This is an optimization exercise on Yosys and OpenROAD, whose aim is small area and few clock cycles, not a production implementation. In this exercise RTL edits were held to simulation tests only and were not proved equivalent to the original. No activity file was given, so power comes from the tool's default toggle rates.

Setup of harbor:
==> flow/design.v (excerpt) <==
module Apply (
		input wire [29:0] f,
		input wire [29:0] g,
		input wire [1:0]  typeIn,
		input wire valid,
		output wire simpleCaseHit,
		output wire [29:0] simpleCaseResult,
		output wire validOut,
		output wire [29:0] fn,
		output wire [29:0] fnv,
		output wire [29:0] gn,
		output wire [29:0] gnv,
		output wire quantifyOut,
		output wire [29:0] outF,
		output wire [29:0] outG,
		output wire [1:0] outType,
		output wire [9:0] topOut,
		input wire insertValueIntoSimpleCache,
		input wire [17:0] simpleCacheIndex,
		input wire [1:0] simpleCacheValue,
		input wire [15:0] avs_config_address,
		input wire avs_config_write,
		input wire [31:0] avs_config_writedata,
		input wire avs_config_read,
		output wire [31:0] avs_config_readdata,
		output wire avs_config_readdatavalid,
		output wire avs_config_waitrequest,
		output reg [127:0] aso_var_request_data,
		input wire aso_var_request_ready,
		output reg aso_var_request_valid,
		output reg [127:0] aso_node_request_data,
		input wire aso_node_request_ready,
		output reg aso_node_request_valid,
		output reg [127:0] aso_cache_request_data,
		input wire aso_cache_request_ready,
		output reg aso_cache_request_valid,
		input wire [95:0] asi_result_data,
		input wire [1:0] asi_result_channel,
		input wire asi_result_valid,
		input wire [15:0] asi_var_data,
		input wire asi_var_valid,
		input wire clk,
		input wire reset
	);
Settings: LEC_CHECK=0, CAP_MARGIN=20, CORE_MARGIN=2, CORE_UTILIZATION=40, CTS_BUF_LIST=sky130_fd_sc_hd__clkbuf_8, CTS_CLUSTER_SIZE=30, PLACE_DENSITY=0.6, SLEW_MARGIN=20; clock period 10.0 ns.
standard.sh (not shown) runs the stock make flow with config.mk's settings and CLKGATE_MAP_FILE= SYNTH_SCRIPT=/design/flow/synth_recipe.tcl, a recipe that flattens the netlist after the stock synthesis.
==> flow/flow/run.sh <==
#!/bin/bash
# Standard layout, with the smallest buffer on the ports instead of the default delay buffer.
set -euo pipefail
bash standard.sh 'BUFFER_PORTS_ARGS=-buffer_cell sky130_fd_sc_hd__buf_1' finish > standard_flow.log 2>&1
harbor completed; timing, DRC and antenna clean
Testbench counts of harbor, summed over its fixed seeds: cycles 30,243.
The following lists how yarrow was set up differently from harbor:
Settings: CTS_CLUSTER_SIZE: 30 -> unset; CTS_BUF_LIST: sky130_fd_sc_hd__clkbuf_8 -> unset.
==> flow/run.sh (new file) <==
#!/bin/bash
# synth_recipe.tcl (not shown) runs the flow's synth.tcl, then flattens the netlist and writes it again
# the make line also repeats each setting of config.mk as NAME=value (left out here)
make -C /OpenROAD-flow-scripts/flow DESIGN_CONFIG=/design/flow/config.mk WORK_HOME=/design/flow/orfs CLKGATE_MAP_FILE= SYNTH_SCRIPT=/design/flow/synth_recipe.tcl finish
removed: flow/flow/run.sh
removed: flow/standard.sh
--- outcome ---
Clock-net power | yarrow above harbor
Of yarrow and harbor, harbor shows the lower global-route wire length before repair, with yarrow above it.
yarrow — final instance area 0.0039 sq mm higher, harbor as reference
Diff harbor -> yarrow: utilization grew by 3.0 points; overall power after layout grew by about 6.6%; number of DRC violations after detailed-routing iteration 0 grew by 245; met3 usage in global routing shrank by 0.53 points.
Across both runs, routed length on met2 was higher for yarrow than for harbor.
Against harbor as the reference, yarrow delivers a lower fraction of standard cell area that is sequential.
Reported for yarrow and harbor, share of the synthesized netlist area taken by xor and xnor gates turned out identical to the last digit.
Compared with harbor, yarrow has less setup slack.


Another version of the RTL of Apply (not shown whole).
For scale: about 3,700 cells after synthesis, roughly 1,000 flip-flops, roughly 900 I/O pins.
// Apply
module Apply (
		input wire [29:0] f,
		input wire [29:0] g,
		input wire [1:0]  typeIn,
		input wire valid,
		output wire simpleCaseHit,
		output wire [29:0] simpleCaseResult,
		output wire validOut,
		output wire [29:0] fn,
		output wire [29:0] fnv,
		output wire [29:0] gn,
		output wire [29:0] gnv,
		output wire quantifyOut,
		output wire [29:0] outF,
		output wire [29:0] outG,
		output wire [1:0] outType,
		output wire [9:0] topOut,
		input wire insertValueIntoSimpleCache,
		input wire [17:0] simpleCacheIndex,
		input wire [1:0] simpleCacheValue,
		input wire [15:0] avs_config_address,
		input wire avs_config_write,
		input wire [31:0] avs_config_writedata,
		input wire avs_config_read,
		output wire [31:0] avs_config_readdata,
		output wire avs_config_readdatavalid,
		output wire avs_config_waitrequest,
		output reg [127:0] aso_var_request_data,
		input wire aso_var_request_ready,
		output reg aso_var_request_valid,
		output reg [127:0] aso_node_request_data,
		input wire aso_node_request_ready,
		output reg aso_node_request_valid,
		output reg [127:0] aso_cache_request_data,
		input wire aso_cache_request_ready,
		output reg aso_cache_request_valid,
		input wire [95:0] asi_result_data,
		input wire [1:0] asi_result_channel,
		input wire asi_result_valid,
		input wire [15:0] asi_var_data,
		input wire asi_var_valid,
		input wire clk,
		input wire reset
	);
clock: 10.0 ns
lec_check: 0
cap_margin: 20
core_margin: 2
core_utilization: 40
cts_cluster_diameter: 80
cts_cluster_size: 30
place_density: 0.6
slew_margin: 20
==> flow/flow/run.sh <==
#!/bin/bash
# Standard layout (the standard.sh) with three changes:
#  - synthesis maps the logic with an area-oriented ABC script; the registers
#    are mapped by the standard synthesis before ABC runs, so they are the same;
#  - the ports get the smallest buffer (buf_1) instead of the default delay buffer;
#  - constant outputs share one tie cell per value instead of one tie cell each.
# Each step's full output goes to its own log file in this folder.
set -euo pipefail
cp -r "$FLOW_HOME/scripts" ./scripts_area
cat > ./scripts_area/abc_area.script <<'ABC'
strash
ifraig
dc2
strash
&get -n
&dch -f
&nf
&put
ABC
bash standard.sh "SCRIPTS_DIR=$PWD/scripts_area" ABC_AREA=1 synth > synth_flow.log 2>&1
bash standard.sh 'BUFFER_PORTS_ARGS=-buffer_cell sky130_fd_sc_hd__buf_1' SKIP_REPAIR_TIE_FANOUT=1 finish > standard_flow.log 2>&1
The baseline completed without violations.
Testbench counts at the start, summed over its fixed seeds: cycles 30,243.
Then changed:
- CTS_CLUSTER_DIAMETER: 80 -> 100
- CTS_CLUSTER_SIZE: 30 -> 28
Power goes down by 3.9%.
Worst setup slack degrades by 0.024 ns.
Via count barely changes.


Another version of the RTL of Apply (not shown whole).
Size in the first run: about 3,800 cells after synthesis, roughly 900 I/O pins.
export LEC_CHECK = 0
export CAP_MARGIN = 20
export CORE_MARGIN = 2
export CORE_UTILIZATION = 40
export CTS_CLUSTER_DIAMETER = 100
export CTS_CLUSTER_SIZE = 24
export PLACE_DENSITY = 0.6
export SLEW_MARGIN = 20
create_clock -name core_clock -period 10.0 [get_ports {clk}]
==> flow/flow/run.sh <==
#!/bin/bash
# Standard layout with two changes:
#  - synthesis maps the logic with an area-oriented ABC script (registers are
#    mapped by the standard synthesis before ABC runs, so they are unchanged);
#  - the ports get the smallest buffer instead of the default delay buffer.
set -euo pipefail
cp -r "$FLOW_HOME/scripts" ./scripts_area
cat > ./scripts_area/abc_area.script <<'ABC'
strash
ifraig
dc2
strash
&get -n
&dch -f
&nf
&put
ABC
bash standard.sh "SCRIPTS_DIR=$PWD/scripts_area" ABC_AREA=1 synth > synth_flow.log 2>&1
bash standard.sh 'BUFFER_PORTS_ARGS=-buffer_cell sky130_fd_sc_hd__buf_1' finish > standard_flow.log 2>&1
Testbench counts at the start, summed over its fixed seeds: cycles 30,243.
Edit:
==> flow/flow/run.sh (replaced) <==
#!/bin/bash
# Standard layout, with the smallest buffer on the ports instead of the default delay buffer.
set -euo pipefail
bash standard.sh 'BUFFER_PORTS_ARGS=-buffer_cell sky130_fd_sc_hd__buf_1' finish > standard_flow.log 2>&1
CTS_CLUSTER_DIAMETER = unset   (was 100)
CTS_CLUSTER_SIZE = unset   (was 24)
What happened: Worst setup slack is better by 0.41 ns; final cell count rose by 4.0%; routed wire length rose by 7.5%; die area rose by 3.9%; global-route usage rose by 1.3 points; critical path depth fell by 3.
Edit:
CTS_CLUSTER_DIAMETER = 150   (was unset)
CTS_CLUSTER_SIZE = 20   (was unset)
Via count went down by 0.86%.
Cell area went down by 3.5%.
Wire length went down by 0.39%.
Final cell count went down by 1.9%.
Worst setup slack gets worse by 0.036 ns.
Power went down by 14%.

## afterwards: timing with drivers on the ports
The results above use ideal ports. As a check the final layouts listed here were re-extracted and re-timed, cells and wires unchanged.
Step 1 sets driving cells, clkbuf_16 on the clock port and buf_2 on the other inputs (assumed; they add their load-dependent delay and slew).
Step 2 adds t to the input delays and takes it off the output delays; t is the mean of the earliest and latest rising clock arrival at the registers after step 1. Input paths then give back, and output paths get back, about the clock's delay inside the block.
Slacks: no drivers / after step 1 / after step 2; pairs: no drivers / after step 1.
run | t (ns) | setup slack, ns | hold WS [ns] | worst setup path after step 2 | latest minus earliest clock arrival (ns)
harbor | 0.978 | 0.758 / 0.690 / 0.714 | 0.493 / 0.493 / 0.493 | input to output | 0.094 / 0.093
yarrow | 0.804 | 0.405 / 0.375 / 0.375 | 0.516 / 0.516 / 0.516 | input to output | 0.060 / 0.060
the first run of note 2 | 0.771 | 1.062 / 1.002 / 1.002 | 0.465 / 0.465 / 0.465 | input to output | 0.100 / 0.100
the second run of note 2 | 0.731 | 1.038 / 0.979 / 0.979 | 0.473 / 0.473 / 0.473 | input to output | 0.086 / 0.087
the first run of note 3 | 0.778 | 0.808 / 0.624 / 0.624 | 0.515 / 0.515 / 0.515 | input to output | 0.049 / 0.049
the second run of note 3 | 0.787 | 1.217 / 1.067 / 1.067 | 0.528 / 0.528 / 0.528 | input to output | 0.053 / 0.053
the third run of note 3 | 0.792 | 1.182 / 1.009 / 1.009 | 0.534 / 0.534 / 0.534 | input to output | 0.074 / 0.074
After both steps every run listed still meets setup and hold. For the first run of note 3, which loses most, drivers alone change the setup slack by -0.184 ns; drivers and shift together by -0.184 ns.
